What follows belongs to an exercise in optimizing a design on an open flow for small area; a production flow would make more cautious choices. Function was checked by simulation only, so behaviour that the tests miss may differ from the original. Power is estimated from default activity; no workload was simulated.

==> flow/design.v <==
module spi(pclk,presetn,paddr,pwrite,psel,penable,pwdata,miso,sclk,ss,spiintr_req,mosi,prdata,pready,pslverr);
input pclk,presetn,pwrite,psel,penable,miso;
input [2:0]paddr;
input [7:0]pwdata;
output reg ss,sclk,mosi;
output spiintr_req,pready,pslverr;
output [7:0]prdata;
reg st_act;             
reg st_en;              
reg md_wait, md_stop;   
reg [7:0] spicr1;
reg [4:0] spicr2;       
reg [6:0] spibr;        
reg [7:0] spidr;
reg [7:0] mosidata;
reg senddata;
reg spif_q, modf_q;     
reg receivedata;
wire lsbfe  = spicr1[0];
wire ssoe   = spicr1[1];
wire cpha   = spicr1[2];
wire cpol   = spicr1[3];
wire mstr   = spicr1[4];
wire sptie  = spicr1[5];
wire spe    = spicr1[6];
wire spie   = spicr1[7];
wire spiswai = spicr2[1];
wire modfen  = spicr2[4];
wire [2:0] sppr = spibr[6:4];
wire [2:0] spr  = spibr[2:0];
wire mode_ok = ~md_stop;
wire wrenb = st_en & pwrite;
wire rdenb = st_en & ~pwrite;
reg  [7:0] tempreg;
wire [7:0] misodata = receivedata ? tempreg : 8'h00;
wire cond = (spidr == pwdata) & (spidr != misodata) & mode_ok;
wire spif = |spidr;
wire modf = mstr & modfen & ~ss & ~ssoe;
reg [7:0] rd;
always @* begin
  case (paddr)
    3'd0: rd = spicr1;
    3'd1: rd = {3'b000, spicr2[4:3], 1'b0, spicr2[1:0]};
    3'd2: rd = {1'b0, spibr[6:4], 1'b0, spibr[2:0]};
    3'd3: rd = {spif_q, 1'b0, ~spif_q, modf_q, 4'b0000};
    default: rd = spidr;
  endcase
end
assign prdata = rdenb ? rd : 8'h00;
assign pready = st_en;
assign pslverr = st_en;
assign spiintr_req = (spie & (spif | modf)) | (sptie & ~spif);
always @(posedge pclk) begin
  if (~presetn) begin
    st_act <= 1'b0; st_en <= 1'b0;
    md_wait <= 1'b0; md_stop <= 1'b0;
    spicr1 <= 8'h04; spicr2 <= 5'h00; spibr <= 7'h00; spidr <= 8'h00;
    senddata <= 1'b0;
  end else begin
    st_act <= psel & (~penable | st_act);
    st_en  <= psel & penable & st_act;
    md_stop <= spiswai & (md_wait | md_stop);
    md_wait <= md_stop ? ~spiswai : (~spe & ~(md_wait & spiswai));
    if (wrenb & paddr == 3'd0) spicr1 <= pwdata;
    if (wrenb & paddr == 3'd1) spicr2 <= {pwdata[4:3], 1'b0, pwdata[1:0]};
    if (wrenb & paddr == 3'd2) spibr <= {pwdata[6:4], 1'b0, pwdata[2:0]};
    if (wrenb) begin
      if (paddr == 3'd5) spidr <= pwdata;
    end else if (cond) spidr <= 8'h00;
    else if (receivedata & mode_ok) spidr <= tempreg;
    if (~wrenb) senddata <= cond;
  end
end
always @(posedge pclk) begin
  spif_q <= spif;
  modf_q <= modf;
end
always @(posedge pclk)
  if (~wrenb & cond) mosidata <= spidr;
reg [9:0] K;
always @* begin
  case (spr)
    3'd0: K = {7'b0, sppr};
    3'd1: K = {6'b0, sppr, 1'b1};
    3'd2: K = {5'b0, sppr, 2'b11};
    3'd3: K = {4'b0, sppr, 3'b111};
    3'd4: K = {3'b0, sppr, 4'b1111};
    3'd5: K = {2'b0, sppr, 5'b11111};
    3'd6: K = {1'b0, sppr, 6'b111111};
    default: K = {sppr, 7'b1111111};
  endcase
end
reg [11:0] bcnt;
reg flaglow, flaghigh, flagslow, flagshigh;
wire beq  = (bcnt[11:1] == {1'b0, K});
wire hit1 = beq & bcnt[0];
wire hit2 = beq & ~bcnt[0];
wire brun = mode_ok & ~ss & ~spiswai;
wire tpol = cpol ^ cpha;
always @(posedge pclk) begin
  if (~presetn) begin
    bcnt <= 12'd0; sclk <= 1'b0;
    flaglow <= 1'b0; flaghigh <= 1'b0; flagslow <= 1'b0; flagshigh <= 1'b0;
  end else begin
    bcnt <= (brun & ~hit1) ? bcnt + 12'd1 : 12'd0;
    sclk <= brun & (sclk ^ hit1);
    if (~tpol) begin
      flaglow  <= ~sclk & hit1;
      flagslow <= sclk & hit2;
    end else begin
      flaghigh  <= sclk & hit1;
      flagshigh <= ~sclk & hit2;
    end
  end
end
reg [14:0] scnt;
wire sen = mstr & ~spiswai & mode_ok;
wire sle = (scnt[14:5] <= K);
wire seq = (scnt[14:5] == K) & (&scnt[4:0]);
wire slt = sle & ~seq;
always @(posedge pclk) begin
  if (~presetn) begin
    receivedata <= 1'b0; ss <= 1'b1;
  end else begin
    receivedata <= sen & ~senddata & (seq | (slt & receivedata));
    ss <= ~sen | (~senddata & ~sle);
  end
end
always @(posedge pclk)
  scnt <= (sen & ~senddata & slt) ? scnt + 15'd1 : 15'd0;
reg [7:0] shreg;
reg [2:0] c0, c1, c2, c3;
wire fA = tpol ? flagshigh : flagslow;
wire fB = tpol ? flaghigh : flaglow;
wire [2:0] ridx = lsbfe ? c2 : c3;
always @(posedge pclk) begin
  if (~presetn) begin
    mosi <= 1'b0; shreg <= 8'h00; tempreg <= 8'h00;
    c0 <= 3'd0; c1 <= 3'd0; c2 <= 3'd0; c3 <= 3'd0;
  end else begin
    if (senddata) shreg <= mosidata;
    if (lsbfe) begin
      c0 <= ss ? 3'd0 : c0 + {2'b0, fA};
      c2 <= ss ? 3'd0 : c2 + {2'b0, fB};
    end else begin
      c1 <= ss ? 3'd0 : c1 - {2'b0, fA};
      c3 <= ss ? 3'd0 : c3 - {2'b0, fB};
    end
    tempreg[ridx] <= ~ss & miso & fB;
    if (~ss & flagshigh & (~tpol | lsbfe)) mosi <= shreg[tpol ? c0 : c1];
  end
end
endmodule
clock: 8.0 ns
lec_check: 0
abc_area: 1
cap_margin: 20
core_margin: 2
core_utilization: 40
place_density: 0.6
slew_margin: 20
standard.sh (not shown) runs the stock make flow with config.mk's settings and CLKGATE_MAP_FILE= SYNTH_SCRIPT=/design/flow/synth_recipe.tcl, a recipe that flattens the netlist after the stock synthesis.
==> flow/flow/run.sh <==
#!/bin/bash
# Standard synthesis, then a stronger area re-mapping of the combinational logic
# (flip-flops kept as the standard synthesis made them), then the standard layout.
set -euo pipefail
HERE=$(pwd)
R=$HERE/orfs/results/sky130hd/spi/base
LIB=$FLOW_HOME/platforms/sky130hd/lib/sky130_fd_sc_hd__tt_025C_1v80.lib
YOSYS=$(command -v yosys || echo /OpenROAD-flow-scripts/tools/install/yosys/bin/yosys)

bash standard.sh synth > synth.log 2>&1
cp $R/1_2_yosys.v $HERE/std_synth.v

cat > $HERE/reopt.ys <<EOS
read_liberty -ignore_miss_func $LIB
read_verilog $HERE/std_synth.v
hierarchy -top $FLOW_TOP
blackbox sky130_fd_sc_hd__df* sky130_fd_sc_hd__edf* sky130_fd_sc_hd__sdf* sky130_fd_sc_hd__dl*
flatten
opt -purge
abc -liberty $LIB -dont_use sky130_fd_sc_hd__probe_p_8 -dont_use sky130_fd_sc_hd__probec_p_8 -dont_use sky130_fd_sc_hd__lpflow_* -script $HERE/flow/strong.abc
setundef -zero
splitnets
opt_clean -purge
hilomap -singleton -hicell sky130_fd_sc_hd__conb_1 HI -locell sky130_fd_sc_hd__conb_1 LO
insbuf -buf sky130_fd_sc_hd__buf_4 A X
write_verilog -noattr -nohex -nodec $HERE/reopt.v
EOS
cat > $HERE/reopt_check.ys <<EOS
read_liberty -lib $LIB
read_verilog $HERE/reopt.v
hierarchy -top $FLOW_TOP
check -assert
stat -liberty $LIB
EOS
if $YOSYS -l $HERE/reopt.log -q $HERE/reopt.ys > /dev/null 2>&1 && \
   $YOSYS -l $HERE/reopt_check.log -q $HERE/reopt_check.ys > /dev/null 2>&1; then
  cp $HERE/reopt.v $R/1_2_yosys.v
  rm -f $R/1_synth.odb
fi
bash standard.sh > standard.log 2>&1
==> flow/flow/strong.abc <==
strash
dch
map -a
strash
dch -f
map -a
mfs2
strash
&get -n
&st
&dch
&nf -R 1000
&put
topo
dnsize -c
Change:
--- a/flow/flow/run.sh
+++ b/flow/flow/run.sh
@@ -8,4 +8,6 @@
 YOSYS=$(command -v yosys || echo /OpenROAD-flow-scripts/tools/install/yosys/bin/yosys)
 
+if [[ -f $HERE/flow/cts_args ]]; then export CTS_ARGS="$(cat $HERE/flow/cts_args)"; fi
+export BUFFER_PORTS_ARGS="-buffer_cell sky130_fd_sc_hd__buf_1"
 bash standard.sh synth > synth.log 2>&1
 cp $R/1_2_yosys.v $HERE/std_synth.v
==> flow/flow/cts_args (new file) <==
-sink_clustering_enable -repair_clock_nets -dont_use_dummy_load -buf_list {sky130_fd_sc_hd__clkbuf_8} -root_buf sky130_fd_sc_hd__clkbuf_8 -sink_clustering_size 26
==> flow/flow/strong.abc (replaced) <==
strash
&get -n
&deepsyn -T 60
&put
dch -f
map -a
mfs2
strash
dch -f
map -a
mfs2
strash
&get -n
&st
&dch
&nf -p -R 1000
&put
topo
dnsize -c
--- a/flow/config.mk
+++ b/flow/config.mk
@@ -9,5 +9,5 @@
 export CAP_MARGIN = 20
 export CORE_MARGIN = 2
-export CORE_UTILIZATION = 40
-export PLACE_DENSITY = 0.6
+export CORE_UTILIZATION = 60
+export PLACE_DENSITY = 0.7
 export SLEW_MARGIN = 20
Result: The new run completed with no timing, DRC or antenna violations. Setup slack improved by 1400 ps. Utilization increases by 19 points. Via count shrinks by 8.7%. Design area decreases by 11%. Wire length shrinks by 13%. Combinational power shrinks by 42%. Final cell count drops by 15%. Sequential cell count stays the same. Non-clock buffer count came out lower by 1. Critical path depth is unchanged. Power went down by 19%.
Change:
--- a/flow/flow/run.sh
+++ b/flow/flow/run.sh
@@ -8,5 +8,4 @@
 YOSYS=$(command -v yosys || echo /OpenROAD-flow-scripts/tools/install/yosys/bin/yosys)
 
-if [[ -f $HERE/flow/cts_args ]]; then export CTS_ARGS="$(cat $HERE/flow/cts_args)"; fi
 export BUFFER_PORTS_ARGS="-buffer_cell sky130_fd_sc_hd__buf_1"
 bash standard.sh synth > synth.log 2>&1
--- a/flow/config.mk
+++ b/flow/config.mk
@@ -10,4 +10,5 @@
 export CORE_MARGIN = 2
 export CORE_UTILIZATION = 60
+export CTS_BUF_LIST = sky130_fd_sc_hd__clkbuf_2 sky130_fd_sc_hd__clkbuf_4 sky130_fd_sc_hd__clkbuf_8
 export PLACE_DENSITY = 0.7
 export SLEW_MARGIN = 20
removed: flow/flow/cts_args
The new run produced a clean layout.
Worst setup slack improved by 13 ps.
Design area came out higher by 1.4%.
Synthesized area does not change.
Sequential cell count stays the same.
Global-route usage came out higher by 0.25 points.
Clock-buffer cell count came out higher by 4.
Cell count came out higher by 0.79%.
Clock skew came out lower by 5.7 ps.
Combinational power hardly moves.
Die area does not change.
Change:
==> flow/flow/run.sh (replaced) <==
#!/bin/bash
set -o pipefail
bash standard.sh > standard.log 2>&1
--- a/flow/config.mk
+++ b/flow/config.mk
@@ -9,6 +9,5 @@
 export CAP_MARGIN = 20
 export CORE_MARGIN = 2
-export CORE_UTILIZATION = 60
-export CTS_BUF_LIST = sky130_fd_sc_hd__clkbuf_2 sky130_fd_sc_hd__clkbuf_4 sky130_fd_sc_hd__clkbuf_8
-export PLACE_DENSITY = 0.7
+export CORE_UTILIZATION = 40
+export PLACE_DENSITY = 0.6
 export SLEW_MARGIN = 20
removed: flow/flow/strong.abc
Effect: Die area rose by 85%; routed wire length rose by 29%; power rose by 20%; cell area rose by 29%.

[re-timing with driven ports]
In the flow no input, the clock included, has a driving cell. The finished layouts below were timed again as built, in two steps. Step 1, drivers: a clkbuf_16 drives pclk and a buf_2 each remaining input, both assumed. Step 2 times the ports against the registers' clock, not the clock port: input delays grow and output delays shrink by t, the midpoint of the rising clock arrivals with the driver on. a / b / c = ideal ports / drivers / drivers and shift; a / b = the first two.
run | t, ns | setup WS [ns] | worst hold slack (ns) | clock arrival spread, ns | worst data-port slew with drivers (ns)
the first run | 0.388 | 2.239 / 2.216 / 2.216 | 0.433 / 0.433 / 0.433 | 0.009 / 0.009 | 0.04
the second run | 0.381 | 3.651 / 3.631 / 3.631 | 0.441 / 0.441 / 0.441 | 0.014 / 0.014 | 0.03
the third run | 0.385 | 3.664 / 3.645 / 3.645 | 0.443 / 0.443 / 0.443 | 0.008 / 0.009 | 0.03
the fourth run | 0.395 | 2.623 / 2.601 / 2.601 | 0.441 / 0.441 / 0.441 | 0.007 / 0.007 | 0.03
After both steps every run listed still meets setup and hold. The setup slack of the first run, which loses most, moves by -0.023 ns with the drivers and by -0.023 ns with both steps.
